Source: an optimization exercise on an open RTL-to-GDS flow (aim: small area and a short achievable clock period). Production flows keep margins and buffers that such runs may drop. The RTL was checked by simulation tests, not by an equivalence proof against the original design. Power is estimated from default activity; no workload was simulated.

[flow/run.sh]
#!/bin/bash
# synth_recipe.tcl (not shown) runs the flow's synth.tcl, then flattens the netlist and writes it again
# the make line also repeats each setting of config.mk as NAME=value (left out here)
make -C /OpenROAD-flow-scripts/flow DESIGN_CONFIG=/design/flow/config.mk WORK_HOME=/design/flow/orfs CLKGATE_MAP_FILE= SYNTH_SCRIPT=/design/flow/synth_recipe.tcl finish
[flow/config.mk]
export PLATFORM = sky130hd
export DESIGN_NAME = MIPS_Single_Cycle
export DESIGN_NICKNAME = MIPS_Single_Cycle
export VERILOG_FILES = /design/flow/design.v
export SDC_FILE = /design/flow/constraint.sdc
export NUM_CORES = 4
export LEC_CHECK = 0
export CAP_MARGIN = 20
export CORE_MARGIN = 2
export CORE_UTILIZATION = 40
export CTS_BUF_LIST = sky130_fd_sc_hd__clkbuf_16
export CTS_CLUSTER_DIAMETER = 65
export CTS_CLUSTER_SIZE = 28
export SETUP_SLACK_MARGIN = 2.5
export SLEW_MARGIN = 20
export SYNTH_HIERARCHICAL = 1
export TNS_END_PERCENT = 5
[flow/constraint.sdc]
create_clock -name core_clock -period 5.0 [get_ports {clk}]
set_input_delay 1.0000 -clock core_clock [delete_from_list [all_inputs] [get_ports {clk}]]
set_output_delay 1.0000 -clock core_clock [all_outputs]
set_load 0.01 [all_outputs]
[flow/design.v]
module alu_ctl (
	input  [2:0] op,
	output       binv, cin, s_sum, s_g, s_p
);
	assign binv  = (op[0] & ~op[1]) | (op[2] & ~op[1]) | (op[2] & op[0]);
	assign cin   = op[0] & ~op[2];
	assign s_sum = (op == 3'b000) | (op == 3'b001) | (op == 3'b100);
	assign s_g   = (op == 3'b010) | (op == 3'b111) | (op == 3'b011);
	assign s_p   = (op == 3'b110) | (op == 3'b011);
endmodule
module alu_binv (
	input  [2:0] op,
	output       binv
);
	wire [2:0] t;
	nand3_stage u_t (.a({op[0], ~op[1], ~op[1]}), .b({op[2], op[0], op[2]}), .y(t));
	nand3_1 u_b (.a(t), .y(binv));
endmodule
module nand3_stage (
	input  [2:0] a, b,
	output [2:0] y
);
	assign y = ~(a & b);
endmodule
module nand3_1 (
	input  [2:0] a,
	output       y
);
	assign y = ~&a;
endmodule
module alu_opnd (
	input  [31:0] A, PC, B, SE,
	input         srca,
	input  [1:0]  srcb,
	input  [31:0] binv,
	output [31:0] sa,
	output [31:0] bx
);
	reg [31:0] sb;
	always @(*) begin
		case (srcb)
			2'b00: sb = B;
			2'b01: sb = 32'h1;
			2'b10: sb = SE;
			2'b11: sb = {SE[29:0], 2'b00};
		endcase
	end
	assign sa = srca ? PC : A;
	assign bx = sb ^ binv;
endmodule
module alu_xnor (
	input  [31:0] a, b,
	output [31:0] pn
);
	assign pn = ~(a ^ b);
endmodule
module alu_gen (
	input  [31:0] a, b,
	input         cin,
	output [31:0] gn
);
	assign gn[31:1] = ~(a[31:1] & b[31:1]);
	assign gn[0]    = ~((a[0] & b[0]) | ((a[0] | b[0]) & cin));
endmodule
module ks_n2p #(parameter D = 1) (
	input  [31:0] gn, pn,
	output [31:0] g, p
);
	genvar i;
	generate
		for (i = 0; i < 32; i = i + 1) begin : b
			if (i >= D) begin : c
				assign g[i] = ~(gn[i] & (pn[i] | gn[i-D]));
			end else begin : t
				assign g[i] = ~gn[i];
			end
			if (i >= 2*D) begin : pp
				assign p[i] = ~(pn[i] | pn[i-D]);
			end else begin : pz
				assign p[i] = 1'b0;
			end
		end
	endgenerate
endmodule
module ks_p2n #(parameter D = 2) (
	input  [31:0] g, p,
	output [31:0] gn, pn
);
	genvar i;
	generate
		for (i = 0; i < 32; i = i + 1) begin : b
			if (i >= D) begin : c
				assign gn[i] = ~(g[i] | (p[i] & g[i-D]));
			end else begin : t
				assign gn[i] = ~g[i];
			end
			if (i >= 2*D) begin : pp
				assign pn[i] = ~(p[i] & p[i-D]);
			end else begin : pz
				assign pn[i] = 1'b1;
			end
		end
	endgenerate
endmodule
module nand_vv (
	input  [31:0] a, b,
	output [31:0] y
);
	assign y = ~(a & b);
endmodule
module nand_vs (
	input  [31:0] a,
	input         s,
	output [31:0] y
);
	assign y = ~(a & {32{s}});
endmodule
module inv_v (
	input  [31:0] a,
	output [31:0] y
);
	assign y = ~a;
endmodule
module alu_tail (
	input  [31:0] c,
	input  [31:0] r0, r1, q0, q1,
	output [31:0] r, q
);
	wire [31:0] cn, r1n, r0n, q1n, q0n;
	inv_v   u_cn (.a(c), .y(cn));
	nand_vv u_r1 (.a(r1), .b(c),  .y(r1n));
	nand_vv u_r0 (.a(r0), .b(cn), .y(r0n));
	nand_vv u_r  (.a(r1n), .b(r0n), .y(r));
	nand_vv u_q1 (.a(q1), .b(c),  .y(q1n));
	nand_vv u_q0 (.a(q0), .b(cn), .y(q0n));
	nand_vv u_q  (.a(q1n), .b(q0n), .y(q));
endmodule
module Mux4to1
#(
	parameter WIDTH = 32
)
(
	input [WIDTH-1:0] data_1, data_3, data_4,
	input [1:0]	selector,
	output [WIDTH-1:0] data_o
);
reg [WIDTH-1:0] data;
localparam [WIDTH-1:0] constant = 32'h1;
always @(*)
begin
case (selector)
	2'b00: begin
	data = data_1;
	end
	2'b01: begin
	data = constant;
	end
	2'b10: begin
	data = data_3;
	end
	2'b11: begin
	data = data_4;
	end
endcase
end
assign data_o = data; 
endmodule
module Reg_Direct(
    input clk, reset,
    input [31:0] data_in,
    output reg [31:0] data_out
);
    always @(posedge clk or negedge reset) 
	 begin 
        if (!reset)
            data_out <= 32'h0;
        else
            data_out <= data_in;
    end
endmodule
module Reg_Enable(
    input clk, reset, enable,
    input [31:0] data_in,
    output reg [31:0] data_out
);
    always @(posedge clk or negedge reset) begin 
        if (!reset)
            data_out <= 32'h0;
        else if (enable) 
				data_out <= data_in;
    end
endmodule
module Reg_Double(
    input clk, reset,
    input  [31:0] data_A_in, data_B_in,
    output [31:0] data_A_out, data_B_out
);
    Reg_Direct RA(.clk(clk), .reset(reset), .data_in(data_A_in), .data_out(data_A_out));
    Reg_Direct RB(.clk(clk), .reset(reset), .data_in(data_B_in), .data_out(data_B_out));
endmodule
module Wrap_Reg_Double(
    input clk, reset,
    input  [31:0] data_A_in, data_B_in,
    output [31:0] data_A_out, data_B_out
);
    Reg_Double RD(.clk(clk), .reset(reset), .data_A_in(data_A_in), .data_A_out(data_A_out), .data_B_in(data_B_in), .data_B_out(data_B_out));   
endmodule
module ff_d(d, clk, reset, enable, q);
input [31:0] d;
input clk, reset, enable;
output reg [31:0] q;
	always @ (posedge clk or negedge reset) begin
		if (!reset) begin
			q <= 0;
		end
		else begin
			if (enable) begin
				q <= d;
			end
		end
	end
endmodule 
module encoder(
input [4:0] a,                                  
input en,                                        
output [31:0] enc );                         
wire [3:0] w;                                 
decoder2x4 x1(w,a[4:3],en);      
decoder3x8 x2(enc[7:0], a[2:0],w[0]);   
decoder3x8 x3(enc[15:8], a[2:0],w[1]);
decoder3x8 x4(enc[23:16], a[2:0],w[2]);
decoder3x8 x5(enc[31:24], a[2:0],w[3]);
endmodule
module decoder2x4(
output reg [3:0] enc,
input [1:0] a,
input en);
always @(a,en)                
if(en)
case(a)
2'b00: enc=4'b0001;     
2'b01: enc=4'b0010;
2'b10: enc=4'b0100;
2'b11: enc=4'b1000;
default: enc=0;
endcase
else enc=0;               
endmodule
module decoder3x8(
output reg [7:0] enc,
input [2:0] a,
input en);
always @(a,en)
if(en)
case(a)                                   
0: enc =8'b00000001;            
1: enc =8'b00000010;            
2: enc =8'b00000100;
3: enc =8'b00001000;
4: enc =8'b00010000;
5: enc =8'b00100000;
6: enc =8'b01000000;
7: enc =8'b10000000;
default: enc=0;
endcase
else enc=0;         
endmodule
module mux_32(I0,I1,I2,I3,I4,I5,I6,I7,I8,I9,I10,I11,I12,I13,I14,I15,I16,I17,I18,I19,I20,I21,I22,I23,I24,
				 I25,I26,I27,I28,I29,I30,I31, Sel, Data);
input [31:0] I0,I1,I2,I3,I4,I5,I6,I7,I8,I9,I10,I11,I12,I13,I14,I15,I16,I17,I18,I19,I20,I21,I22,I23,I24,
				 I25,I26,I27,I28,I29,I30,I31;
input [4:0] Sel;
output [31:0] Data;
reg [31:0] Data_out;
always @(*) begin 
case(Sel)
5'b00000: Data_out = I0;
5'b00001: Data_out = I1;
5'b00010: Data_out = I2;
5'b00011: Data_out = I3;
5'b00100: Data_out = I4;
5'b00101: Data_out = I5;
5'b00110: Data_out = I6;
5'b00111: Data_out = I7;
5'b01000: Data_out = I8;
5'b01001: Data_out = I9;
5'b01010: Data_out = I10;
5'b01011: Data_out = I11;
5'b01100: Data_out = I12;
5'b01101: Data_out = I13;
5'b01110: Data_out = I14;
5'b01111: Data_out = I15;
5'b10000: Data_out = I16;
5'b10001: Data_out = I17;
5'b10010: Data_out = I18;
5'b10011: Data_out = I19;
5'b10100: Data_out = I20;
5'b10101: Data_out = I21;
5'b10110: Data_out = I22;
5'b10111: Data_out = I23;
5'b11000: Data_out = I24;
5'b11001: Data_out = I25;
5'b11010: Data_out = I26;
5'b11011: Data_out = I27;
5'b11100: Data_out = I28;
5'b11101: Data_out = I29;
5'b11110: Data_out = I30;
5'b11111: Data_out = I31;
endcase 
end 
assign Data = Data_out;
endmodule 
module Register_File #(parameter N = 32)(
	input 		clk,
	input 		reset,
	input 		Reg_Write_i,
	input [4:0] Write_Register_i,
	input [4:0] Read_Register_1_i,
	input [4:0] Read_Register_2_i,
	input [N-1:0] Write_Data_i,
	output [N-1:0] Read_Data_1_o,
	output [N-1:0] Read_Data_2_o
	);
	localparam enb = 1'b1;
	wire [N-1:0] enc;
	wire [N-1:0] q0, q1, q2, q3, q4, q5, q6, q7, q8, q9, q10, q11, q12, q13, q14, q15, q16, q17, q18, q19, q20, q21, q22, q23, 
				    q24, q25, q26, q27, q28, q29, q30, q31;
	encoder E0 (.a(Write_Register_i),.en(enb),.enc(enc));
	assign q0 = {N{1'b0}};
	ff_d  R1(.d(Write_Data_i), .clk(clk), .reset(reset), .enable(enc[1]&Reg_Write_i),  .q(q1));
	ff_d  R2(.d(Write_Data_i), .clk(clk), .reset(reset), .enable(enc[2]&Reg_Write_i),  .q(q2));
	ff_d  R3(.d(Write_Data_i), .clk(clk), .reset(reset), .enable(enc[3]&Reg_Write_i),  .q(q3));
	ff_d  R4(.d(Write_Data_i), .clk(clk), .reset(reset), .enable(enc[4]&Reg_Write_i),  .q(q4));
	ff_d  R5(.d(Write_Data_i), .clk(clk), .reset(reset), .enable(enc[5]&Reg_Write_i),  .q(q5));
	ff_d  R6(.d(Write_Data_i), .clk(clk), .reset(reset), .enable(enc[6]&Reg_Write_i),  .q(q6));
	ff_d  R7(.d(Write_Data_i), .clk(clk), .reset(reset), .enable(enc[7]&Reg_Write_i),  .q(q7));
	ff_d  R8(.d(Write_Data_i), .clk(clk), .reset(reset), .enable(enc[8]&Reg_Write_i),  .q(q8));
	ff_d  R9(.d(Write_Data_i), .clk(clk), .reset(reset), .enable(enc[9]&Reg_Write_i),  .q(q9));
	ff_d R10(.d(Write_Data_i), .clk(clk), .reset(reset), .enable(enc[10]&Reg_Write_i), .q(q10));
	ff_d R11(.d(Write_Data_i), .clk(clk), .reset(reset), .enable(enc[11]&Reg_Write_i), .q(q11));
	ff_d R12(.d(Write_Data_i), .clk(clk), .reset(reset), .enable(enc[12]&Reg_Write_i), .q(q12));
	ff_d R13(.d(Write_Data_i), .clk(clk), .reset(reset), .enable(enc[13]&Reg_Write_i), .q(q13));
	ff_d R14(.d(Write_Data_i), .clk(clk), .reset(reset), .enable(enc[14]&Reg_Write_i), .q(q14));
	ff_d R15(.d(Write_Data_i), .clk(clk), .reset(reset), .enable(enc[15]&Reg_Write_i), .q(q15));
	ff_d R16(.d(Write_Data_i), .clk(clk), .reset(reset), .enable(enc[16]&Reg_Write_i), .q(q16));
	ff_d R17(.d(Write_Data_i), .clk(clk), .reset(reset), .enable(enc[17]&Reg_Write_i), .q(q17));
	ff_d R18(.d(Write_Data_i), .clk(clk), .reset(reset), .enable(enc[18]&Reg_Write_i), .q(q18));
	ff_d R19(.d(Write_Data_i), .clk(clk), .reset(reset), .enable(enc[19]&Reg_Write_i), .q(q19));
	ff_d R20(.d(Write_Data_i), .clk(clk), .reset(reset), .enable(enc[20]&Reg_Write_i), .q(q20));
	ff_d R21(.d(Write_Data_i), .clk(clk), .reset(reset), .enable(enc[21]&Reg_Write_i), .q(q21));
	ff_d R22(.d(Write_Data_i), .clk(clk), .reset(reset), .enable(enc[22]&Reg_Write_i), .q(q22));
	ff_d R23(.d(Write_Data_i), .clk(clk), .reset(reset), .enable(enc[23]&Reg_Write_i), .q(q23));
	ff_d R24(.d(Write_Data_i), .clk(clk), .reset(reset), .enable(enc[24]&Reg_Write_i), .q(q24));
	ff_d R25(.d(Write_Data_i), .clk(clk), .reset(reset), .enable(enc[25]&Reg_Write_i), .q(q25));
	ff_d R26(.d(Write_Data_i), .clk(clk), .reset(reset), .enable(enc[26]&Reg_Write_i), .q(q26));
	ff_d R27(.d(Write_Data_i), .clk(clk), .reset(reset), .enable(enc[27]&Reg_Write_i), .q(q27));
	ff_d R28(.d(Write_Data_i), .clk(clk), .reset(reset), .enable(enc[28]&Reg_Write_i), .q(q28));
	ff_d R29(.d(Write_Data_i), .clk(clk), .reset(reset), .enable(enc[29]&Reg_Write_i), .q(q29));
	ff_d R30(.d(Write_Data_i), .clk(clk), .reset(reset), .enable(enc[30]&Reg_Write_i), .q(q30));
	ff_d R31(.d(Write_Data_i), .clk(clk), .reset(reset), .enable(enc[31]&Reg_Write_i), .q(q31));
	mux_32 RD1(.I0(q0), .I1(q1), .I2(q2), .I3(q3), .I4(q4), .I5(q5), .I6(q6), .I7(q7), .I8(q8), .I9(q9), .I10(q10), .I11(q11),
	           .I12(q12), .I13(q13), .I14(q14), .I15(q15), .I16(q16), .I17(q17), .I18(q18), .I19(q19), .I20(q20), .I21(q21),
		   .I22(q22), .I23(q23), .I24(q24), .I25(q25), .I26(q26), .I27(q27), .I28(q28), .I29(q29), .I30(q30), .I31(q31),
		        .Sel(Read_Register_1_i), .Data(Read_Data_1_o));
	mux_32 RD2(.I0(q0), .I1(q1), .I2(q2), .I3(q3), .I4(q4), .I5(q5), .I6(q6), .I7(q7), .I8(q8), .I9(q9), .I10(q10), .I11(q11),
	           .I12(q12), .I13(q13), .I14(q14), .I15(q15), .I16(q16), .I17(q17), .I18(q18), .I19(q19), .I20(q20), .I21(q21),
		   .I22(q22), .I23(q23), .I24(q24), .I25(q25), .I26(q26), .I27(q27), .I28(q28), .I29(q29), .I30(q30), .I31(q31),
		        .Sel(Read_Register_2_i),.Data(Read_Data_2_o));
endmodule
module Wrap_Register_File #(parameter N = 32)(
	input 		clk,
	input 		reset,
	input 		Reg_Write_i,
	input [4:0] Write_Register_i,
	input [4:0] Read_Register_1_i,
	input [4:0] Read_Register_2_i,
	input [N-1:0] Write_Data_i,
	output [N-1:0] Read_Data_1_o,
	output [N-1:0] Read_Data_2_o
	);
	Register_File #(.N(N)) RF (.clk(clk), .reset(reset), .Reg_Write_i(Reg_Write_i), .Write_Register_i(Write_Register_i), .Read_Register_1_i(Read_Register_1_i), .Read_Register_2_i(Read_Register_2_i), .Write_Data_i(Write_Data_i), .Read_Data_1_o(Read_Data_1_o), .Read_Data_2_o(Read_Data_2_o));
endmodule
module Sign_Extend
(
	input [15:0] SE_I,
	output wire [31:0] SE_O
);
assign	SE_O = {{16{SE_I[15]}},SE_I};
endmodule
module muxselect #(parameter WIDTH = 32)(
output [WIDTH-1:0] O,
input [WIDTH-1:0] S0, S1,
input I);
assign O=(I) ? S1:S0;
endmodule
module MIPS_Single_Cycle
#(
	parameter DATA_WIDTH 	= 32
)
(
	input clk,
	input reset,
	input PCWrite, IorD, IRWrite, MemtoReg, RegWrite, ALUSrcA, CUS,
	input [1:0] ALUSrcB,
	input [3:0] ALUControl,
	input PCSrc,
	input  [31:0] mem_rdata,
	output [31:0] mem_addr,
	output [31:0] mem_wdata
	);
	reg [31:0] PC, IR, MDR, A, B, ALUOut;
	reg [32*32-1:32] rf;
	reg [31:1]      rf_valid;
	wire [4:0]  ra1 = IR[25:21];
	wire [4:0]  ra2 = IR[20:16];
	wire [4:0]  wa  = CUS ? IR[15:11] : IR[20:16];
	wire [31:0] wd  = MemtoReg ? ALUOut : MDR;
	reg  [31:1] we, sel1, sel2;
	wire [31:0] rd1, rd2;
	integer i;
	always @(*) begin
		for (i = 1; i < 32; i = i + 1) begin
			we[i]   = RegWrite & (wa == i);
			sel1[i] = rf_valid[i] & (ra1 == i);
			sel2[i] = rf_valid[i] & (ra2 == i);
		end
	end
	rf_read u_rd1 (.q(rf), .sel(sel1), .d(rd1));
	rf_read u_rd2 (.q(rf), .sel(sel2), .d(rd2));
	reg [32*32-1:32] rf_next;
	always @(*) begin
		for (i = 1; i < 32; i = i + 1)
			rf_next[i*32 +: 32] = (wd & {32{we[i]}}) | (rf[i*32 +: 32] & {32{~we[i]}});
	end
	always @(posedge clk)
		rf <= rf_next;
	always @(posedge clk or negedge reset) begin
		if (!reset)
			rf_valid <= 31'h0;
		else
			rf_valid <= rf_valid | we;
	end
	wire [31:0] SignImm = {{16{IR[15]}}, IR[15:0]};
	wire [3:0] binv_q;
	wire       binv, cin, s_sum, s_g, s_p;
	alu_ctl u_ctl (.op(ALUControl[2:0]), .binv(binv), .cin(cin),
	               .s_sum(s_sum), .s_g(s_g), .s_p(s_p));
	genvar gq;
	generate
		for (gq = 0; gq < 4; gq = gq + 1) begin : bq
			alu_binv u (.op(ALUControl[2:0]), .binv(binv_q[gq]));
		end
	endgenerate
	wire [31:0] binv_v = {{8{binv_q[3]}}, {8{binv_q[2]}}, {8{binv_q[1]}}, {8{binv_q[0]}}};
	wire [31:0] sa, bx, pn, gn;
	alu_opnd u_opnd (.A(A), .PC(PC), .B(B), .SE(SignImm), .srca(ALUSrcA),
	                 .srcb(ALUSrcB), .binv(binv_v), .sa(sa), .bx(bx));
	alu_xnor u_xnor (.a(sa), .b(bx), .pn(pn));
	alu_gen  u_gen  (.a(sa), .b(bx), .cin(cin), .gn(gn));
	wire [31:0] g1, p1, g2n, p2n, g3, p3, g4n, p4n, g5, p5;
	ks_n2p #(.D(1))  u_l1 (.gn(gn),  .pn(pn),  .g(g1),  .p(p1));
	ks_p2n #(.D(2))  u_l2 (.g(g1),   .p(p1),   .gn(g2n), .pn(p2n));
	ks_n2p #(.D(4))  u_l3 (.gn(g2n), .pn(p2n), .g(g3),  .p(p3));
	ks_p2n #(.D(8))  u_l4 (.g(g3),   .p(p3),   .gn(g4n), .pn(p4n));
	ks_n2p #(.D(16)) u_l5 (.gn(g4n), .pn(p4n), .g(g5),  .p(p5));
	wire [31:0] carry = {g5[30:0], cin};
	wire [31:0] p = ~pn;
	wire [31:0] g = {~gn[31:1], sa[0] & bx[0]};
	wire [31:0] r_lo = (g & {32{s_g}}) | (p & {32{s_p}});
	wire [31:0] r_c0 = r_lo | (p & {32{s_sum}});
	wire [31:0] r_c1 = r_lo | (pn & {32{s_sum}});
	wire        pc_alu  = PCWrite & ~PCSrc;
	wire        pc_out  = PCWrite & PCSrc;
	wire [31:0] pc_hold = (ALUOut & {32{pc_out}}) | (PC & {32{~pc_out}});
	wire [31:0] pc_c0   = (r_c0 & {32{pc_alu}}) | (pc_hold & {32{~pc_alu}});
	wire [31:0] pc_c1   = (r_c1 & {32{pc_alu}}) | (pc_hold & {32{~pc_alu}});
	wire [31:0] ALUResult, pc_next;
	alu_tail u_tail (.c(carry), .r0(r_c0), .r1(r_c1), .q0(pc_c0), .q1(pc_c1),
	                 .r(ALUResult), .q(pc_next));
	always @(posedge clk or negedge reset) begin
		if (!reset) begin
			PC     <= 32'h0;
			IR     <= 32'h0;
			MDR    <= 32'h0;
			A      <= 32'h0;
			B      <= 32'h0;
			ALUOut <= 32'h0;
		end else begin
			PC     <= pc_next;
			if (IRWrite) IR <= mem_rdata;
			MDR    <= mem_rdata;
			A      <= rd1;
			B      <= rd2;
			ALUOut <= ALUResult;
		end
	end
	wire [31:0] addr_o, addr_p;
	wire [3:0]  iord_n, iord_p;
	inv_s u_in0 (.a(IorD), .y(iord_n[0]));
	inv_s u_in1 (.a(IorD), .y(iord_n[1]));
	inv_s u_in2 (.a(IorD), .y(iord_n[2]));
	inv_s u_in3 (.a(IorD), .y(iord_n[3]));
	inv_s u_ip0 (.a(iord_n[0]), .y(iord_p[0]));
	inv_s u_ip1 (.a(iord_n[1]), .y(iord_p[1]));
	inv_s u_ip2 (.a(iord_n[2]), .y(iord_p[2]));
	inv_s u_ip3 (.a(iord_n[3]), .y(iord_p[3]));
	nand_vv u_am_o (.a(ALUOut), .b({{8{iord_p[3]}}, {8{iord_p[2]}}, {8{iord_p[1]}}, {8{iord_p[0]}}}), .y(addr_o));
	nand_vv u_am_p (.a(PC),     .b({{8{iord_n[3]}}, {8{iord_n[2]}}, {8{iord_n[1]}}, {8{iord_n[0]}}}), .y(addr_p));
	nand_vv u_am   (.a(addr_o), .b(addr_p), .y(mem_addr));
	assign mem_wdata = B;
endmodule
module rf_read (
	input  [32*32-1:32] q,
	input  [31:1]       sel,
	output [31:0]       d
);
	wire [32*11-1:0] yn;
	genvar k;
	generate
		for (k = 0; k < 10; k = k + 1) begin : grp
			rd_grp3 u (.q0(q[(3*k+1)*32 +: 32]), .q1(q[(3*k+2)*32 +: 32]),
			           .q2(q[(3*k+3)*32 +: 32]), .s0(sel[3*k+1]),
			           .s1(sel[3*k+2]), .s2(sel[3*k+3]), .yn(yn[k*32 +: 32]));
		end
	endgenerate
	rd_one u_31 (.q(q[31*32 +: 32]), .s(sel[31]), .yn(yn[10*32 +: 32]));
	rd_or11 u_or (.yn(yn), .d(d));
endmodule
module rd_grp3 (
	input  [31:0] q0, q1, q2,
	input         s0, s1, s2,
	output [31:0] yn
);
	assign yn = ~((q0 & {32{s0}}) | (q1 & {32{s1}}) | (q2 & {32{s2}}));
endmodule
module rd_one (
	input  [31:0] q,
	input         s,
	output [31:0] yn
);
	assign yn = ~(q & {32{s}});
endmodule
module rd_or11 (
	input  [32*11-1:0] yn,
	output [31:0]      d
);
	wire [31:0] o0, o1, o2, dn;
	rd_nand4 u_o0 (.a(yn[0*32 +: 32]), .b(yn[1*32 +: 32]), .c(yn[2*32 +: 32]), .d(yn[3*32 +: 32]), .y(o0));
	rd_nand4 u_o1 (.a(yn[4*32 +: 32]), .b(yn[5*32 +: 32]), .c(yn[6*32 +: 32]), .d(yn[7*32 +: 32]), .y(o1));
	rd_nand4 u_o2 (.a(yn[8*32 +: 32]), .b(yn[9*32 +: 32]), .c(yn[10*32 +: 32]), .d(32'hffffffff), .y(o2));
	rd_nor3  u_n  (.a(o0), .b(o1), .c(o2), .y(dn));
	inv_v    u_i  (.a(dn), .y(d));
endmodule
module rd_nand4 (
	input  [31:0] a, b, c, d,
	output [31:0] y
);
	assign y = ~(a & b & c & d);
endmodule
module rd_nor3 (
	input  [31:0] a, b, c,
	output [31:0] y
);
	assign y = ~(a | b | c);
endmodule
module inv_s (
	input  a,
	output y
);
	assign y = ~a;
endmodule
==> results of run 1 <==
==> stage by stage <==
step | utilization (%) | hold WS (ps) | power, W | std cells
floorplan | - | 442 | 0.0160 | 3974
global placement | 42.4 | 463 | 0.0183 | 5749
detailed placement | 42.4 | 462 | 0.0184 | 5749
CTS | 46.2 | 331 | 0.0268 | 5952
global route | 47.9 | 342 | 0.0283 | 6049
finish | 47.9 | 292 | 0.0274 | 6051
==> worst max-delay path by stage <==
stage	to	startpoint	cells past startpoint	slack, ps
after global placement	PC[30]	ALUControl[2]	13	500
final	A[13]	IR[24]	9	2200
after CTS	mem_addr[20]	IorD	7	2230
after floorplan	flop	CUS	4	2030
after detailed placement	ALUOut[30]	ALUControl[2]	13	520
after global routing	PC[26]	ALUSrcB[1]	16	2170
==> power by group <==
group          leakage [nW]  switching (W)  internal, W  total (W)
registers              11.4       0.000466       0.0120     0.0125
clock network          1.43        0.00416      0.00338    0.00755
logic                  9.90        0.00487      0.00251    0.00738
total                  22.7        0.00950       0.0179     0.0274
==> metal layers <==
metal  global-route usage (%)  wire length, microns  vias to the layer above
met2                     44.4                 97000                     2805
met5                    0.769                     0                        -
met3                     6.05                 24500                      517
met4                     12.2                 11400                        0
li1                         -                     -                    16779
met1                     33.7                 71100                    20552
==> critical path, cell delays in order (launching register included) <==
cell,delay [ps]
dfrtp_2,520
and2_4,200
buf_4,130
and3_4,190
buf_12,150
clkbuf_16,200
a222oi_1,360
nand4_1,430
nor3_2,400
inv_1,70
==> what timing repair did <==
action,4_1_cts,5_1_grt
endpoints found under the setup margin,1185,959
buffers inserted,53,62
pin swaps,117,161
resized for setup,578,278
cloned,4,28
hold buffers,0,0
==> area by class of cell <==
type                            count  area (sq um)
Fill cell                       11420         70300
Sequential cell                  1209         35200
Multi-Input combinational cell   2331         18900
Timing Repair Buffer              403          4680
Tap cell                         1781          2230
Clock buffer                       80          2000
Clock inverter                     66           943
Inverter                          173           688
Antenna cell                        8          20.0
==> flow_summary.yaml, run 1 <==
routing:
  drtIter0Drc: 8400
  drc: 0
  drt_wl_total_microns: 204000
  routedWlPerCell_microns: 33.7
  drtPass1Iterations: 11
  postRouteAntennaNets: 0
  viasPerCell: 6.72
  via_count: 40653
layout:
  final_cell_area_sq_um: 64700
  final_cell_mix: "edfxtp_1 (992), a222oi_1 (640), nand2_1 (416)"
  drive_gt1_share_pct: 24.0
  area_growth_pct: 19.5
  layout_commonest_cell: "edfxtp_1"
  finalNetCount: 4245
floorplanning:
  dieArea_sq_um: 138000
  die_w_microns: 372
  io_pins: 112
  initial_utilization_pct: 40.1
  coreArea_sq_um: 135000
  rows: 135
  die_y_microns: 372
global_routing:
  grt_usage_pct: 26.9
  overflow: 0
  antenna_found_initial: 7
  grt_pass1_wl_microns: 268000
  grt_pass1_vias: 38303
  grt_max_degree: 94
pwr:
  leakage_nw: 22.7
  max-vdd-ir-drop_mv: 0.260
  power.density_nw_per_um2: 424
outcome:
  run_status: "timing/DRC/antenna clean"
synthesis:
  syn_area_sq_um: 54200
  yosysWarnings: 8
  syn_inst: 3912
  avgSynthCellArea_sq_um: 13.8
worst_setup_path:
  cp.required_ps: 5600
  worstPathArrival_ps: 3400
  end_kind: "flop"
  crit_type: "flop to flop"
  timing.rr.end: "A[13]"
  ff2ff_path_depth: 9
  critPathMaxFanout: 16
  reg2reg_slack_ps: 2200
  cp-start-kind: "flop"
  rr_startpoint: "IR[24]"
sta:
  setup_viol: 0
  max_freq_ghz: 0.357
  relSlewSlack_pct: 23.6
  slew_viol_final: 0
  rsz0062_at_grt: "true"
  finalHoldViolations: 0
  setup_slack_ps: 2200
  timing.clock.skew_ps: 39.6
  final.min_clock_period_ps: 2800
  finalSetupTns_ps: 0
  tightest_slew_ps: 1150
  period_share_pct: 56.0
cts:
  cts_tree: "done"
  ctsRootBufferMaster: "clkbuf_16"
  clk_pin_slew_worst_paths_ps: 100
  clock_path_buffers: 3
  insertion_delay_ps: 720
  htreeDepth: 3
  numCtsBuffers: 79
  cts_sinks: 1209
place:
  place_area_sq_um: 57200
  port_buffers: 110
  place_congestion: 0.963
  pre_cts_slack_ps: 523
  dpl.hpwl_microns: 119000
run:
  cap_violations: 0
min_path:
  hp-class: "input pin to asynchronous set/reset pin"
==> run 2, diff against run 1 <==
--- a/flow/config.mk
+++ b/flow/config.mk
@@ -11,6 +11,7 @@
 export CTS_BUF_LIST = sky130_fd_sc_hd__clkbuf_16
 export CTS_CLUSTER_DIAMETER = 65
 export CTS_CLUSTER_SIZE = 28
+export PLACE_DENSITY = 0.7
 export SETUP_SLACK_MARGIN = 2.5
 export SLEW_MARGIN = 20
 export SYNTH_HIERARCHICAL = 1
==> run 2 against run 1 <==
  * Still clean
  * First-iteration DRC count up 13%
  * Design area is 1.8% lower
  * Critical path depth fell by 2
  * Die area stayed put
  * Hold slack gained 44 ps
  * Register-to-register slack about the same
  * Final cell count fell by 0.84%
  * Global-route usage fell by 1.0 points
  * Utilization is 0.88 points lower
  * Count of clock-buffer cells in the layout shrank 3
  * Clock skew grew 11 ps
  * Synthesized cell count did not move
  * Critical path type is now input pin to primary output
  * Critical endpoint is now mem_addr[17]
  * Largest power group unchanged
==> flow_summary.yaml, run 2 <==
cts:
  cts_hold_buffers: 0
  ctsRootBufferMaster: "clkbuf_16"
  numCtsBuffers: 73
  cts_sinks: 1209
  cts_tree: "done"
  clock_path_buffers: 3
  insertion_delay_ps: 710
  htreeDepth: 3
  clk_pin_slew_worst_paths_ps: 90
worst_setup_path:
  cp-start-kind: "input pin"
  crit_type: "input pin to primary output"
  path_cells: "buf_16 -> clkinvlp_4 -> clkinvlp_4 -> buf_6 -> nand2_2 -> nand2_2 -> buf_6"
  end_kind: "primary output"
  cp_slowest_stage_delay_ps: 170
  slowest_stage: "buf_6"
  worstPathArrival_ps: 1820
  ff2ff_path_depth: 7
  cp.required_ps: 4000
  critPathMaxFanout: 4
sta:
  finalSetupTns_ps: 0
  relSlewSlack_pct: 23.0
  setup_slack_ps: 2180
  period_share_pct: 56.5
  holdWs_ps: 335
  tightest_slew_ps: 1150
  finalHoldViolations: 0
  max_freq_ghz: 0.354
  slew_viol_final: 0
  timing.clock.skew_ps: 51.0
  rsz0062_at_grt: "true"
  setup_viol: 0
  final.min_clock_period_ps: 2820
global_routing:
  grt_max_degree: 104
  overflow: 0
  grt_usage_pct: 25.9
  grt_pass1_wl_microns: 262000
  grt_pass1_vias: 39168
  antenna_found_initial: 4
pwr:
  max-vdd-ir-drop_mv: 0.307
  leakage_nw: 22.3
  intPower_w: 0.0176
  p_switching_w: 0.00899
  pwr-share-seq_pct: 47.1
  clock_power_share_pct: 26.5
  comb_power_share_pct: 26.5
  netSwitchingFraction_pct: 33.8
  power.density_nw_per_um2: 418
place:
  port_buffers: 110
  dpl.hpwl_microns: 115000
  pre_cts_slack_ps: 691
  place_area_sq_um: 57200
  place_congestion: 0.964
floorplanning:
  coreArea_sq_um: 135000
  die_y_microns: 372
  rows: 135
  die_w_microns: 372
  dieArea_sq_um: 138000
  io_pins: 112
  initial_utilization_pct: 40.1
synthesis:
  avgSynthCellArea_sq_um: 13.8
  yosysWarnings: 8
  syn_area_sq_um: 54200
  syn_inst: 3912
layout:
  layout_commonest_cell: "edfxtp_1"
  final_cell_area_sq_um: 63500
  finalNetCount: 4211
  final_cell_mix: "edfxtp_1 (992), a222oi_1 (640), nand2_1 (409)"
  drive_gt1_share_pct: 22.1
  fin_util_pct: 47.1
  area_growth_pct: 17.3
routing:
  drtIter0Drc: 9496
  drtPass1Iterations: 13
  routedWlPerCell_microns: 32.0
  drc: 0
  via_count: 40831
  viasPerCell: 6.81
  postRouteAntennaNets: 0
  drt_wl_total_microns: 192000
outcome:
  run_status: "timing/DRC/antenna clean"
min_path:
  hp-class: "input pin to asynchronous set/reset pin"
run:
  cap_violations: 0
[run 2: what timing repair did]
| item | CTS | global route |
|---|---|---|
| cloned | 3 | 17 |
| setup endpoints to repair | 1162 | 1176 |
| gates resized for setup | 625 | 166 |
| pin swaps | 114 | 99 |
| buffers inserted | 65 | 32 |
[run 2: worst max-delay path, delay by kind of cell]
family / cells / cell delay [ps]
buf+inv: 5 / 660
simple gates: 2 / 150
[run 2: power by group through the flow]
stage	Combinational (W)	Sequential [W]	Clock, W
2_1_floorplan	0.00351	0.0125	0
5_1_grt	0.00745	0.0125	0.00738
4_1_cts	0.00669	0.0125	0.00704
6_report	0.00704	0.0125	0.00703
3_5_place_dp	0.00559	0.0127	0
3_3_place_gp	0.00548	0.0127	0
[run 2: cell type report]
type                       instances  area (sq um)
timing repair buffer             372          4150
clock buffer                      77          1930
tap                             1781          2230
fill                           11391         71500
multi-input combinational       2334         18500
antenna                            5          12.5
clock inverter                    49           702
sequential                      1209         35200
inverter                         173           696
[run 2: path summary, 6_finish.rpt]
path	start	slack [ps]	endpoint
min in group core_clock	rf_valid[26]	490	rf_valid[26]
max	IorD	2180	mem_addr[17]
min	reset	340	PC[4]
max reg2reg	IR[25]	2190	A[2]
min reg2reg	rf_valid[26]	490	rf_valid[26]
max in group asynchronous	reset	3560	IR[22]
[run 2: routing by layer]
layer  share of wire (%)  GRT usage, %  wire length (microns)  up-vias
met4                 6.0          14.4                  11500        0
met1                  33          31.3                  64000    20118
met5                   0             0                      0        -
met2                  47          42.2                  89600     3465
met3                  14          6.67                  27100      586
li1                    -             -                      -    16662
[run 2: metrics by stage]
step	total power, W	instances
4_1_cts	0.0262	5946
6_report	0.0266	6000
2_1_floorplan	0.0160	3974
5_1_grt	0.0274	5999
3_5_place_dp	0.0183	5752
3_3_place_gp	0.0181	5752
==> run 3, diff against run 2 <==
--- a/flow/config.mk
+++ b/flow/config.mk
@@ -11,7 +11,7 @@
 export CTS_BUF_LIST = sky130_fd_sc_hd__clkbuf_16
 export CTS_CLUSTER_DIAMETER = 65
 export CTS_CLUSTER_SIZE = 28
-export PLACE_DENSITY = 0.7
+export PLACE_DENSITY = 0.75
 export SETUP_SLACK_MARGIN = 2.5
 export SLEW_MARGIN = 20
 export SYNTH_HIERARCHICAL = 1
==> run 3 against run 2 <==
  * Still clean
  * Clock power is 15% lower
  * Hold slack worse by 93 ps
  * Final cell count decreased by 0.60%
  * Count of clock-buffer cells in the layout fell by 16
  * Routed wire length rose by 0.59%
  * Register-to-register slack better by 20 ps
  * Power fell by 3.4%
  * First-iteration DRC count up 5.2%
  * Worst setup slack worse by 55 ps
  * Area after synthesis unchanged
  * Critical endpoint is now mem_addr[7]
  * Largest power group unchanged
==> flow_summary.yaml, run 3 <==
outcome:
  run_status: "timing/DRC/antenna clean"
sta:
  setup_viol: 0
  relSlewSlack_pct: 23.1
  period_share_pct: 57.6
  finalSetupTns_ps: 0
  max_freq_ghz: 0.347
  rsz0062_at_grt: "true"
  tightest_slew_ps: 1150
  timing.clock.skew_ps: 39.2
  slew_viol_final: 0
  final.min_clock_period_ps: 2880
  finalHoldViolations: 0
floorplanning:
  die_w_microns: 372
  die_y_microns: 372
  rows: 135
  initial_utilization_pct: 40.1
  dieArea_sq_um: 138000
  coreArea_sq_um: 135000
  io_pins: 112
cts:
  clock_path_buffers: 3
  insertion_delay_ps: 740
  clk_pin_slew_worst_paths_ps: 90
  cts_tree: "done"
  ctsRootBufferMaster: "clkbuf_16"
  numCtsBuffers: 61
  cts_sinks: 1209
  htreeDepth: 2
pwr:
  power.density_nw_per_um2: 407
  intPower_w: 0.0168
  leakage_nw: 22.0
  max-vdd-ir-drop_mv: 0.334
  clock_power_share_pct: 23.3
  p_switching_w: 0.00883
  comb_power_share_pct: 27.9
  pwr-share-seq_pct: 48.8
  totalPowerFinal_w: 0.0257
  netSwitchingFraction_pct: 34.4
global_routing:
  grt_pass1_wl_microns: 261000
  overflow: 0
  grt_pass1_vias: 39650
  antenna_found_initial: 5
  grt_usage_pct: 25.6
  grt_max_degree: 100
worst_setup_path:
  cp.required_ps: 4000
  end_kind: "primary output"
  crit_type: "input pin to primary output"
  critPathMaxFanout: 8
  worstPathArrival_ps: 1880
  cp-start-kind: "input pin"
synthesis:
  avgSynthCellArea_sq_um: 13.8
  syn_inst: 3912
  syn_area_sq_um: 54200
  yosysWarnings: 8
routing:
  drc: 0
  viasPerCell: 6.95
  via_count: 41466
  routedWlPerCell_microns: 32.4
  drtIter0Drc: 9993
  postRouteAntennaNets: 0
  drt_wl_total_microns: 193000
  drtPass1Iterations: 13
place:
  dpl.hpwl_microns: 114000
  place_area_sq_um: 57000
  place_congestion: 1.00
  port_buffers: 110
layout:
  final_cell_mix: "edfxtp_1 (992), a222oi_1 (640), nand2_1 (415)"
  layout_commonest_cell: "edfxtp_1"
  finalNetCount: 4188
  final_cell_area_sq_um: 63000
  area_growth_pct: 16.3
  fin_util_pct: 46.7
  drive_gt1_share_pct: 22.0
min_path:
  hp-class: "input pin to asynchronous set/reset pin"
run:
  cap_violations: 0
run 3: worst max-delay path, cell delays in order:
cell	delay, ps
buf_12	120
clkinvlp_4	90
clkinvlp_4	220
buf_6	210
nand2_4	60
nand2_4	60
buf_6	120
run 3: final cells by class:
class                      count  area [sq um]
clock buffer                  61          1530
timing repair buffer         361          3900
multi-input combinational   2334         18900
sequential                  1209         35200
antenna                        2          5.00
clock inverter                43           523
fill                       11356         72000
tap                         1781          2230
inverter                     173           691
run 3: per-layer routing:
metal  share of wire (%)  global-route usage (%)  vias to the layer above
met5              0.0062                       0                        -
met4                 6.6                    13.5                        2
met3                  15                    6.78                      730
met2                  46                    41.8                     3871
met1                  32                    30.9                    20258
li1                    -                       -                    16605
run 3: final timing paths:
path,from,endpoint,slack [ps],depth (start not counted)
setup reg to reg,IR[24],A[2],2210,8
hold reg to reg,rf_valid[2],rf_valid[2],500,2
hold / removal,reset,PC[6],240,1
min in group core_clock,rf_valid[2],rf_valid[2],500,2
setup / recovery,IorD,mem_addr[7],2120,7
max in group asynchronous,reset,B[12],3590,2
run 3: through the flow:
| stage | hold WS, ps | setup slack, ps | instances |
|---|---|---|---|
| CTS | 254 | 2130 | 5896 |
| global route | 291 | 2080 | 5964 |
| global placement | 460 | 609 | 5730 |
| floorplan | 442 | 2030 | 3974 |
| detailed placement | 469 | 563 | 5730 |
| finish | 242 | 2120 | 5964 |
run 3: timing repair:
item,4_1_cts,5_1_grt
pin swaps,109,186
setup buffers,57,48
gates cloned,5,18
setup endpoints to repair,1204,1128
hold buffers,0,0
gates resized for setup,572,234
run 3: power by group through the flow:
stage | combinational, W | sequential (W) | clock, W
floorplan | 0.00351 | 0.0125 | 0
global route | 0.00754 | 0.0126 | 0.00631
CTS | 0.00661 | 0.0125 | 0.00596
finish | 0.00717 | 0.0125 | 0.00598
global placement | 0.00543 | 0.0127 | 0
detailed placement | 0.00554 | 0.0127 | 0
==> run 4, diff against run 3 <==
--- a/flow/config.mk
+++ b/flow/config.mk
@@ -11,7 +11,7 @@
 export CTS_BUF_LIST = sky130_fd_sc_hd__clkbuf_16
 export CTS_CLUSTER_DIAMETER = 65
 export CTS_CLUSTER_SIZE = 28
-export PLACE_DENSITY = 0.75
+export PLACE_DENSITY = 0.65
 export SETUP_SLACK_MARGIN = 2.5
 export SLEW_MARGIN = 20
 export SYNTH_HIERARCHICAL = 1
==> run 4 against run 3 <==
  * Still clean
  * Global-route usage rose by 0.82 points
  * Combinational power is 4.0% lower
  * Clock power up 17%
  * Sequential share of layout area shrank 0.77 points
  * Maximum frequency fell by 0.52%
  * Final cell count up 1.1%
  * Critical path type unchanged
  * Critical endpoint unchanged
  * Largest power group unchanged
  * Highest routed layer unchanged
==> flow_summary.yaml, run 4 <==
outcome:
  run_status: "timing/DRC/antenna clean"
global_routing:
  overflow: 0
  grt_max_degree: 109
  antenna_found_initial: 5
  grt_usage_pct: 26.4
  grt_pass1_wl_microns: 266000
  grt_pass1_vias: 38974
cts:
  insertion_delay_ps: 700
  htreeDepth: 3
  clk_pin_slew_worst_paths_ps: 90
  numCtsBuffers: 72
  cts_tree: "done"
  cts_sinks: 1209
  ctsRootBufferMaster: "clkbuf_16"
  clock_path_buffers: 3
sta:
  setup_slack_ps: 2110
  timing.clock.skew_ps: 43.0
  finalHoldViolations: 0
  period_share_pct: 57.9
  final.min_clock_period_ps: 2890
  relSlewSlack_pct: 21.8
  slew_viol_final: 0
  finalSetupTns_ps: 0
  rsz0062_at_grt: "true"
  max_freq_ghz: 0.346
  setup_viol: 0
  tightest_slew_ps: 1170
worst_setup_path:
  crit_type: "input pin to primary output"
  end_kind: "primary output"
  cp.required_ps: 4000
  critPathMaxFanout: 8
  cp-start-kind: "input pin"
  worstPathArrival_ps: 1890
pwr:
  pwr-share-seq_pct: 47.4
  p_switching_w: 0.00889
  netSwitchingFraction_pct: 33.8
  leakage_nw: 22.5
  max-vdd-ir-drop_mv: 0.273
  intPower_w: 0.0174
  power.density_nw_per_um2: 412
  comb_power_share_pct: 26.1
  clock_power_share_pct: 26.5
floorplanning:
  coreArea_sq_um: 135000
  io_pins: 112
  initial_utilization_pct: 40.1
  rows: 135
  die_y_microns: 372
  die_w_microns: 372
  dieArea_sq_um: 138000
layout:
  finalNetCount: 4233
  drive_gt1_share_pct: 21.8
  final_cells: 6030
  layout_commonest_cell: "edfxtp_1"
  final_cell_area_sq_um: 63900
  fin_util_pct: 47.3
  area_growth_pct: 18.0
  fill_cells: 11413
  final_cell_mix: "edfxtp_1 (992), a222oi_1 (640), nand2_1 (439)"
routing:
  routedWlPerCell_microns: 33.0
  viasPerCell: 6.79
  drt_wl_total_microns: 199000
  via_count: 40956
  postRouteAntennaNets: 0
  drtIter0Drc: 8859
  drtPass1Iterations: 11
  drc: 0
place:
  pre_cts_slack_ps: 662
  place_congestion: 1.02
  port_buffers: 110
  place_area_sq_um: 57100
  place_inst: 5734
  dpl.hpwl_microns: 114000
min_path:
  hp-class: "input pin to asynchronous set/reset pin"
synthesis:
  syn_area_sq_um: 54200
  avgSynthCellArea_sq_um: 13.8
  yosysWarnings: 8
  syn_inst: 3912
run:
  cap_violations: 0
-- run 4: worst paths after layout --
kind | from | to | slack (ps) | depth (start not counted)
max in group asynchronous | reset | IR[21] | 3990 | 2
setup reg to reg | IR[24] | A[16] | 2260 | 8
hold reg to reg | rf_valid[7] | rf_valid[7] | 500 | 2
setup / recovery | IorD | mem_addr[7] | 2110 | 8
hold / removal | reset | PC[25] | 130 | 1
min in group core_clock | rf_valid[7] | rf_valid[7] | 500 | 2
-- run 4: layout make-up --
type | instances | area [sq um] | area share, %
timing repair buffer | 393 | 4630 | 7.25
multi-input combinational | 2336 | 18500 | 28.9
clock inverter | 55 | 741 | 1.16
antenna | 8 | 20.0 | 0.0313
tap | 1781 | 2230 | 3.49
inverter | 173 | 674 | 1.06
sequential | 1209 | 35200 | 55.2
clock buffer | 75 | 1880 | 2.94
-- run 4: routing by layer --
| layer | track usage (%) | share of wire [%] |
|---|---|---|
| met3 | 6.39 | 13 |
| met4 | 13.1 | 6.0 |
| met2 | 43.3 | 46 |
| met5 | 0 | 0.0065 |
| met1 | 32.6 | 34 |
-- run 4: power groups by stage --
stage / logic [W] / registers [W] / clock network, W
after floorplan: 0.00351 / 0.0125 / 0
after global placement: 0.00546 / 0.0127 / 0
after detailed placement: 0.00555 / 0.0127 / 0
after CTS: 0.00646 / 0.0125 / 0.00701
after global routing: 0.00728 / 0.0125 / 0.00736
final: 0.00688 / 0.0125 / 0.00697
-- run 4: stage by stage --
step	hold WS [ps]	total power, W
after global placement	469	0.0181
after floorplan	442	0.0160
after global routing	123	0.0272
after detailed placement	472	0.0182
final	125	0.0263
after CTS	100	0.0259
-- run 4: timing repair --
action | 4_1_cts | 5_1_grt
resized for setup | 508 | 243
pin swaps | 99 | 136
buffers inserted | 68 | 54
hold buffers | 0 | 0
cloned | 4 | 32
setup endpoints to repair | 1198 | 1169
-- run 4: worst max-delay path, stage by stage --
cell,delay [ps]
buf_12,120
clkinv_4,40
buf_6,100
clkinvlp_4,190
buf_6,180
nand2_2,50
nand2_2,80
buf_6,130
==> run 5, diff against run 4 <==
--- a/flow/design.v
+++ b/flow/design.v
@@ -121,6 +121,19 @@
 );
 	assign y = ~a;
 endmodule
+module alu_pre (
+	input  [31:0] pn, g, ALUOut, PC,
+	input         s_g, s_p, s_sum, pc_alu, pc_out_l, pc_keep,
+	output [31:0] r_c0, r_c1, pc_c0, pc_c1
+);
+	wire [31:0] p       = ~pn;
+	wire [31:0] r_lo    = (g & {32{s_g}}) | (p & {32{s_p}});
+	assign      r_c0    = r_lo | (p & {32{s_sum}});
+	assign      r_c1    = r_lo | (pn & {32{s_sum}});
+	wire [31:0] pc_hold = (ALUOut & {32{pc_out_l}}) | (PC & {32{pc_keep}});
+	assign      pc_c0   = pc_alu ? r_c0 : pc_hold;
+	assign      pc_c1   = pc_alu ? r_c1 : pc_hold;
+endmodule
 module alu_tail (
 	input  [31:0] c,
 	input  [31:0] r0, r1, q0, q1,
@@ -415,16 +428,17 @@
 	wire [4:0]  ra2 = IR[20:16];
 	wire [4:0]  wa  = CUS ? IR[15:11] : IR[20:16];
 	wire [31:0] wd  = MemtoReg ? ALUOut : MDR;
-	reg  [31:1] we, sel1, sel2;
+	reg  [31:1] we;
+	wire [31:1] sel1, sel2;
 	wire [31:0] rd1, rd2;
 	integer i;
 	always @(*) begin
 		for (i = 1; i < 32; i = i + 1) begin
 			we[i]   = RegWrite & (wa == i);
-			sel1[i] = rf_valid[i] & (ra1 == i);
-			sel2[i] = rf_valid[i] & (ra2 == i);
 		end
 	end
+	rd_dec u_dec1 (.ra(ra1), .valid(rf_valid), .sel(sel1));
+	rd_dec u_dec2 (.ra(ra2), .valid(rf_valid), .sel(sel2));
 	rf_read u_rd1 (.q(rf), .sel(sel1), .d(rd1));
 	rf_read u_rd2 (.q(rf), .sel(sel2), .d(rd2));
 	reg [32*32-1:32] rf_next;
@@ -464,16 +478,14 @@
 	ks_p2n #(.D(8))  u_l4 (.g(g3),   .p(p3),   .gn(g4n), .pn(p4n));
 	ks_n2p #(.D(16)) u_l5 (.gn(g4n), .pn(p4n), .g(g5),  .p(p5));
 	wire [31:0] carry = {g5[30:0], cin};
-	wire [31:0] p = ~pn;
 	wire [31:0] g = {~gn[31:1], sa[0] & bx[0]};
-	wire [31:0] r_lo = (g & {32{s_g}}) | (p & {32{s_p}});
-	wire [31:0] r_c0 = r_lo | (p & {32{s_sum}});
-	wire [31:0] r_c1 = r_lo | (pn & {32{s_sum}});
-	wire        pc_alu  = PCWrite & ~PCSrc;
-	wire        pc_out  = PCWrite & PCSrc;
-	wire [31:0] pc_hold = (ALUOut & {32{pc_out}}) | (PC & {32{~pc_out}});
-	wire [31:0] pc_c0   = (r_c0 & {32{pc_alu}}) | (pc_hold & {32{~pc_alu}});
-	wire [31:0] pc_c1   = (r_c1 & {32{pc_alu}}) | (pc_hold & {32{~pc_alu}});
+	wire        pc_alu = PCWrite & ~PCSrc;
+	wire        pc_out = PCWrite & PCSrc;
+	wire [31:0] r_c0, r_c1, pc_c0, pc_c1;
+	alu_pre u_pre (.pn(pn), .g(g), .ALUOut(ALUOut), .PC(PC),
+	               .s_g(s_g), .s_p(s_p), .s_sum(s_sum), .pc_alu(pc_alu),
+	               .pc_out_l(pc_out), .pc_keep(~pc_out),
+	               .r_c0(r_c0), .r_c1(r_c1), .pc_c0(pc_c0), .pc_c1(pc_c1));
 	wire [31:0] ALUResult, pc_next;
 	alu_tail u_tail (.c(carry), .r0(r_c0), .r1(r_c1), .q0(pc_c0), .q1(pc_c1),
 	                 .r(ALUResult), .q(pc_next));
@@ -569,3 +581,40 @@
 );
 	assign y = ~a;
 endmodule
+module rd_dec (
+	input  [4:0]  ra,
+	input  [31:1] valid,
+	output [31:1] sel
+);
+	wire [3:0] hi;
+	wire [7:0] lo;
+	predec2 u_hi (.a(ra[4:3]), .y(hi));
+	predec3 u_lo (.a(ra[2:0]), .y(lo));
+	wire [31:0] hi_x, lo_x;
+	genvar i;
+	generate
+		for (i = 0; i < 32; i = i + 1) begin : x
+			assign hi_x[i] = hi[i / 8];
+			assign lo_x[i] = lo[i % 8];
+		end
+	endgenerate
+	and3_v u_sel (.a(valid), .b(hi_x[31:1]), .c(lo_x[31:1]), .y(sel));
+endmodule
+module predec2 (
+	input  [1:0] a,
+	output [3:0] y
+);
+	assign y = 4'b0001 << a;
+endmodule
+module predec3 (
+	input  [2:0] a,
+	output [7:0] y
+);
+	assign y = 8'b00000001 << a;
+endmodule
+module and3_v (
+	input  [31:1] a, b, c,
+	output [31:1] y
+);
+	assign y = a & b & c;
+endmodule
--- a/flow/config.mk
+++ b/flow/config.mk
@@ -11,7 +11,6 @@
 export CTS_BUF_LIST = sky130_fd_sc_hd__clkbuf_16
 export CTS_CLUSTER_DIAMETER = 65
 export CTS_CLUSTER_SIZE = 28
-export PLACE_DENSITY = 0.65
 export SETUP_SLACK_MARGIN = 2.5
 export SLEW_MARGIN = 20
 export SYNTH_HIERARCHICAL = 1
==> run 5 against run 4 <==
  * Highest routed layer unchanged
  * Critical path type is now flop to primary output
  * Die area increased by 0.11%
  * Area after synthesis increased by 0.12%
  * Maximum frequency up 3.1%
  * Still clean
==> flow_summary.yaml, run 5 <==
floorplanning:
  initial_utilization_pct: 40.2
  die_w_microns: 372
  coreArea_sq_um: 135000
  die_y_microns: 372
  rows: 135
  dieArea_sq_um: 139000
  io_pins: 112
global_routing:
  grt_usage_pct: 26.6
  grt_use_met2_pct: 43.7
  met1_usage_pct: 32.5
  overflow: 0
  grt_pass1_wl_microns: 266000
  top_usage_layer: "met2"
  antenna_found_initial: 3
  grt_max_degree: 92
  grt_util_met3_pct: 6.69
  grt_pass1_vias: 38063
synthesis:
  avgSynthCellArea_sq_um: 14.1
  syn_area_sq_um: 54200
  syn_inst: 3852
  yosysWarnings: 8
worst_setup_path:
  path_buf_inv: 1
  cp_slowest_stage_delay_ps: 600
  cpLargestDelayFamily: "buffers and inverters"
  path_cells: "clkdlybuf4s50_1"
  crit_type: "flop to primary output"
  cp.required_ps: 4000
  cp-start-kind: "flop"
  critPathMaxFanout: 2
  worstPathArrival_ps: 1810
  slowest_stage: "clkdlybuf4s50_1"
  end_kind: "primary output"
routing:
  postRouteAntennaNets: 0
  via_count: 39931
  drc: 0
  viasPerCell: 6.72
  drtPass1Iterations: 14
  routedWlPerCell_microns: 33.1
  drt_wl_total_microns: 197000
  drtIter0Drc: 7687
place:
  dpl.hpwl_microns: 117000
  place_congestion: 0.929
  port_buffers: 110
  pre_cts_slack_ps: 525
layout:
  finalNetCount: 4146
  layout_commonest_cell: "edfxtp_1"
  final_cell_mix: "edfxtp_1 (992), a222oi_1 (640), nand2_1 (471)"
  drive_gt1_share_pct: 22.8
  fill_cells: 11606
  area_growth_pct: 16.6
cts:
  htreeDepth: 3
  insertion_delay_ps: 720
  ctsRootBufferMaster: "clkbuf_16"
  numCtsBuffers: 81
  cts_tree: "done"
  clk_pin_slew_worst_paths_ps: 100
  clock_path_buffers: 3
  cts_hold_buffers: 0
  cts_sinks: 1209
sta:
  setup_viol: 0
  slew_viol_final: 0
  timing.clock.skew_ps: 41.1
  max_freq_ghz: 0.356
  finalSetupTns_ps: 0
  tightest_slew_ps: 1030
  period_share_pct: 56.1
  final.min_clock_period_ps: 2810
  setup_slack_ps: 2190
  rsz0062_at_grt: "true"
  finalHoldViolations: 0
  relSlewSlack_pct: 31.4
pwr:
  pwr-share-seq_pct: 46.6
  leakage_nw: 22.2
  power.density_nw_per_um2: 431
  p_switching_w: 0.00921
  clock_power_share_pct: 28.4
  max-vdd-ir-drop_mv: 0.224
  intPower_w: 0.0180
  comb_power_share_pct: 24.9
  netSwitchingFraction_pct: 33.8
run:
  cap_violations: 0
outcome:
  run_status: "timing/DRC/antenna clean"
min_path:
  hp-class: "input pin to asynchronous set/reset pin"
[run 5: cell types whose count changed in the layout (fill, tap and decap cells not counted), sizes merged, moves of 8 or more]
cell,delta
a221oi,+32
a31oi,+64
and3,-28
and3b,+8
buf,-26
inv,+19
nand2,+63
nand2b,-64
nor2,+18
nor3,-20
o211a,-32
o21ai,-128
o21bai,+51
o31ai,-19
[run 5: path summary, 6_finish.rpt]
path | from | end | slack, ps | cells past startpoint
hold / removal | reset | PC[5] | 300 | 1
setup reg to reg | IR[22] | A[29] | 2200 | 8
hold reg to reg | rf_valid[7] | rf_valid[7] | 500 | 2
min in group core_clock | rf_valid[7] | rf_valid[7] | 500 | 2
max in group asynchronous | reset | IR[15] | 3590 | 2
setup / recovery | B[23] | mem_wdata[23] | 2190 | 1
[run 5: metal layers]
layer  share of wire (%)  vias up  routed length (microns)
met2                  47     2942                    92600
met5              0.0056        -                       11
li1                    -    16533                        -
met3                  12      606                    24100
met4                 6.0        2                    11700
met1                  35    19848                    68100
[run 5: what timing repair did]
action | CTS | global route
cloned | 4 | 17
setup endpoints to repair | 1209 | 1009
setup buffers | 58 | 23
resized for setup | 535 | 149
pin swaps | 104 | 161
[run 5: worst register-to-register path: stages (launching register included)]
cell	delay, ps
dfrtp_2	380
buf_6	130
and3b_2	280
and3_4	280
clkbuf_16	240
a222oi_1	460
nand4_1	490
nor3_2	360
inv_1	70
[run 5: power by group through the flow]
stage	logic [W]	registers, W	clock network [W]
6_report	0.00679	0.0127	0.00774
5_1_grt	0.00724	0.0128	0.00816
4_1_cts	0.00650	0.0127	0.00780
3_5_place_dp	0.00554	0.0129	0
3_3_place_gp	0.00546	0.0129	0
2_1_floorplan	0.00351	0.0126	0
[run 5: area by class of cell]
cell class                 instances  area, sq um  share of cell area (%)
antenna                            1         2.50                 0.00396
timing repair buffer             351         3830                    6.06
clock buffer                      85         2130                    3.37
multi-input combinational       2272        18100                    28.7
tap                             1781         2230                    3.53
sequential                      1209        35200                    55.8
clock inverter                    64          915                    1.45
inverter                         183          718                    1.14
[run 5: per-stage QoR]
| stage | power, W | hold slack, ps | instance area, sq um | std cells | utilization (%) |
|---|---|---|---|---|---|
| final | 0.0272 | 302 | 63200 | 5946 | 46.8 |
| after global routing | 0.0282 | 365 | 63200 | 5946 | 46.8 |
| after CTS | 0.0270 | 317 | 62100 | 5904 | 46.0 |
| after detailed placement | 0.0184 | 480 | 57000 | 5693 | 42.2 |
| after global placement | 0.0183 | 467 | 57000 | 5693 | 42.2 |
| after floorplan | 0.0161 | 442 | 54700 | 3914 | - |
==> run 6, diff against run 5 <==
--- a/flow/config.mk
+++ b/flow/config.mk
@@ -11,6 +11,7 @@
 export CTS_BUF_LIST = sky130_fd_sc_hd__clkbuf_16
 export CTS_CLUSTER_DIAMETER = 65
 export CTS_CLUSTER_SIZE = 28
+export PLACE_DENSITY = 0.7
 export SETUP_SLACK_MARGIN = 2.5
 export SLEW_MARGIN = 20
 export SYNTH_HIERARCHICAL = 1
==> run 6 against run 5 <==
  * Via count grew 1.6%
  * Still clean
  * Sequential cell count stayed put
  * Power down 4.0%
  * Die area is the same
  * Critical endpoint is now mem_addr[16]
==> flow_summary.yaml, run 6 <==
floorplanning:
  die_y_microns: 372
  io_pins: 112
  coreArea_sq_um: 135000
  die_w_microns: 372
  rows: 135
  initial_utilization_pct: 40.2
  dieArea_sq_um: 139000
worst_setup_path:
  path_cells: "buf_12 -> clkinvlp_4 -> clkinvlp_4 -> buf_6 -> buf_12 -> nand2_4 -> nand2_4 -> buf_6"
  cp-start-kind: "input pin"
  timing.rr.end: "A[28]"
  crit_type: "input pin to primary output"
  slowest_stage: "clkinvlp_4"
  ff2ff_path_depth: 9
  rr_startpoint: "IR[23]"
  critPathMaxFanout: 4
  worstPathArrival_ps: 1960
  cpLargestDelayFamily: "buffers and inverters"
  cp_slowest_stage_delay_ps: 180
  end_kind: "primary output"
  cp.required_ps: 4000
  reg2reg_slack_ps: 2230
  path_buf_inv: 6
global_routing:
  top_usage_layer: "met2"
  grt_pass1_vias: 38719
  overflow: 0
  grt_pass1_wl_microns: 261000
  grt_util_met3_pct: 5.69
  grt_usage_pct: 25.7
  grt_max_degree: 105
  grt_use_met2_pct: 42.1
  antenna_found_initial: 4
  met1_usage_pct: 32.0
sta:
  finalSetupTns_ps: 0
  rsz0062_at_grt: "true"
  setup_viol: 0
  relSlewSlack_pct: 29.0
  tightest_slew_ps: 1070
  period_share_pct: 59.2
  max_freq_ghz: 0.338
  finalHoldViolations: 0
  slew_viol_final: 0
  final.min_clock_period_ps: 2960
  timing.clock.skew_ps: 66.3
  setup_slack_ps: 2040
synthesis:
  avgSynthCellArea_sq_um: 14.1
  syn_area_sq_um: 54200
  syn_inst: 3852
  yosysWarnings: 8
cts:
  clock_path_buffers: 3
  clk_pin_slew_worst_paths_ps: 100
  cts_sinks: 1209
  ctsRootBufferMaster: "clkbuf_16"
  htreeDepth: 3
  numCtsBuffers: 68
  cts_tree: "done"
  insertion_delay_ps: 710
routing:
  drtIter0Drc: 8961
  drtPass1Iterations: 17
  drc: 0
  drt_wl_total_microns: 192000
  via_count: 40574
  postRouteAntennaNets: 0
  routedWlPerCell_microns: 32.2
  viasPerCell: 6.82
layout:
  layout_commonest_cell: "edfxtp_1"
  fill_cells: 11472
  final_cell_mix: "edfxtp_1 (992), a222oi_1 (640), nand2_1 (465)"
  fin_util_pct: 46.9
  finalNetCount: 4160
  area_growth_pct: 16.6
  final_cell_area_sq_um: 63200
  drive_gt1_share_pct: 23.7
place:
  place_congestion: 0.940
  dpl.hpwl_microns: 116000
  place_area_sq_um: 57000
  port_buffers: 110
  pre_cts_slack_ps: 532
pwr:
  power.density_nw_per_um2: 413
  leakage_nw: 22.2
  clock_power_share_pct: 25.0
  intPower_w: 0.0173
  totalPowerFinal_w: 0.0261
  comb_power_share_pct: 26.4
  p_switching_w: 0.00882
  max-vdd-ir-drop_mv: 0.264
  netSwitchingFraction_pct: 33.7
  pwr-share-seq_pct: 48.6
outcome:
  run_status: "timing/DRC/antenna clean"
run:
  cap_violations: 0
min_path:
  hp-class: "input pin to asynchronous set/reset pin"
==> run 6: cell type report <==
cell class	instances	area [sq um]	area share, %
Clock buffer	72	1800	2.85
Tap cell	1781	2230	3.52
Multi-Input combinational cell	2271	18500	29.2
Clock inverter	47	557	0.880
Timing Repair Buffer	379	4210	6.66
Sequential cell	1209	35200	55.7
Antenna cell	3	7.51	0.0119
Inverter	183	716	1.13
==> run 6: what timing repair did <==
action / in CTS / in global routing
pin swaps: 122 / 84
resized for setup: 615 / 158
setup buffers: 59 / 50
hold endpoints to repair: 0 / 0
cloned: 6 / 19
endpoints found under the setup margin: 1213 / 1171
hold buffers: 0 / 0
==> run 6: metal layers <==
layer | up-vias | wire length, microns
met2 | 3258 | 90500
met1 | 20205 | 64300
li1 | 16506 | -
met5 | - | 11
met4 | 2 | 11800
met3 | 603 | 24900
==> run 6: power by group through the flow <==
stage	clock (W)	sequential, W	combinational [W]
floorplan	0	0.0126	0.00351
global placement	0	0.0129	0.00537
detailed placement	0	0.0129	0.00550
CTS	0.00655	0.0127	0.00658
global route	0.00691	0.0128	0.00733
finish	0.00655	0.0127	0.00690
==> run 6: worst max path at each step <==
stage / from / to / slack, ps / cells after the start
after floorplan: CUS / flop / 1960 / 5
after global placement: ALUControl[1] / PC[28] / 600 / 14
after detailed placement: ALUControl[1] / PC[28] / 530 / 13
after CTS: IorD / mem_addr[23] / 2060 / 8
after global routing: IorD / mem_addr[17] / 2030 / 7
final: IorD / mem_addr[16] / 2040 / 8
==> run 6: metrics by stage <==
step,hold WS (ps),instances
floorplan,442,3914
global placement,466,5689
detailed placement,476,5689
CTS,411,5873
global route,427,5944
finish,370,5945

separate check: timing with driven ports:
No port has a modelled driver above. Below, the same layouts with a new extraction and two added sets of constraints. Step 1 assumes that a clkbuf_16 drives the clock port and a buf_2 every other input. Step 2 also shifts input and output timing later by t, the mid clock arrival at the registers, as if the neighbouring blocks saw the same clock. Three values: no drivers, after step 1, after step 2; two values: the first two.
run	t (ns)	setup WS [ns]	hold WS [ns]	worst setup path after step 2
run 1	0.782	2.202 / 2.145 / 1.363	0.292 / 0.267 / 0.480	input to register
run 2	0.766	2.176 / 2.070 / 1.304	0.335 / 0.300 / 0.489	input to register
run 3	0.795	2.121 / 2.072 / 1.296	0.242 / 0.215 / 0.504	input to register
run 4	0.758	2.106 / 2.057 / 1.346	0.125 / 0.097 / 0.498	input to register
run 5	0.778	2.193 / 2.107 / 1.350	0.302 / 0.268 / 0.497	input to register
run 6	0.747	2.042 / 1.992 / 1.273	0.370 / 0.345 / 0.506	input to register
After both steps setup and hold are still met in every run listed. For run 2, which loses most, drivers alone change the setup slack by -0.106 ns; drivers and shift together by -0.872 ns.
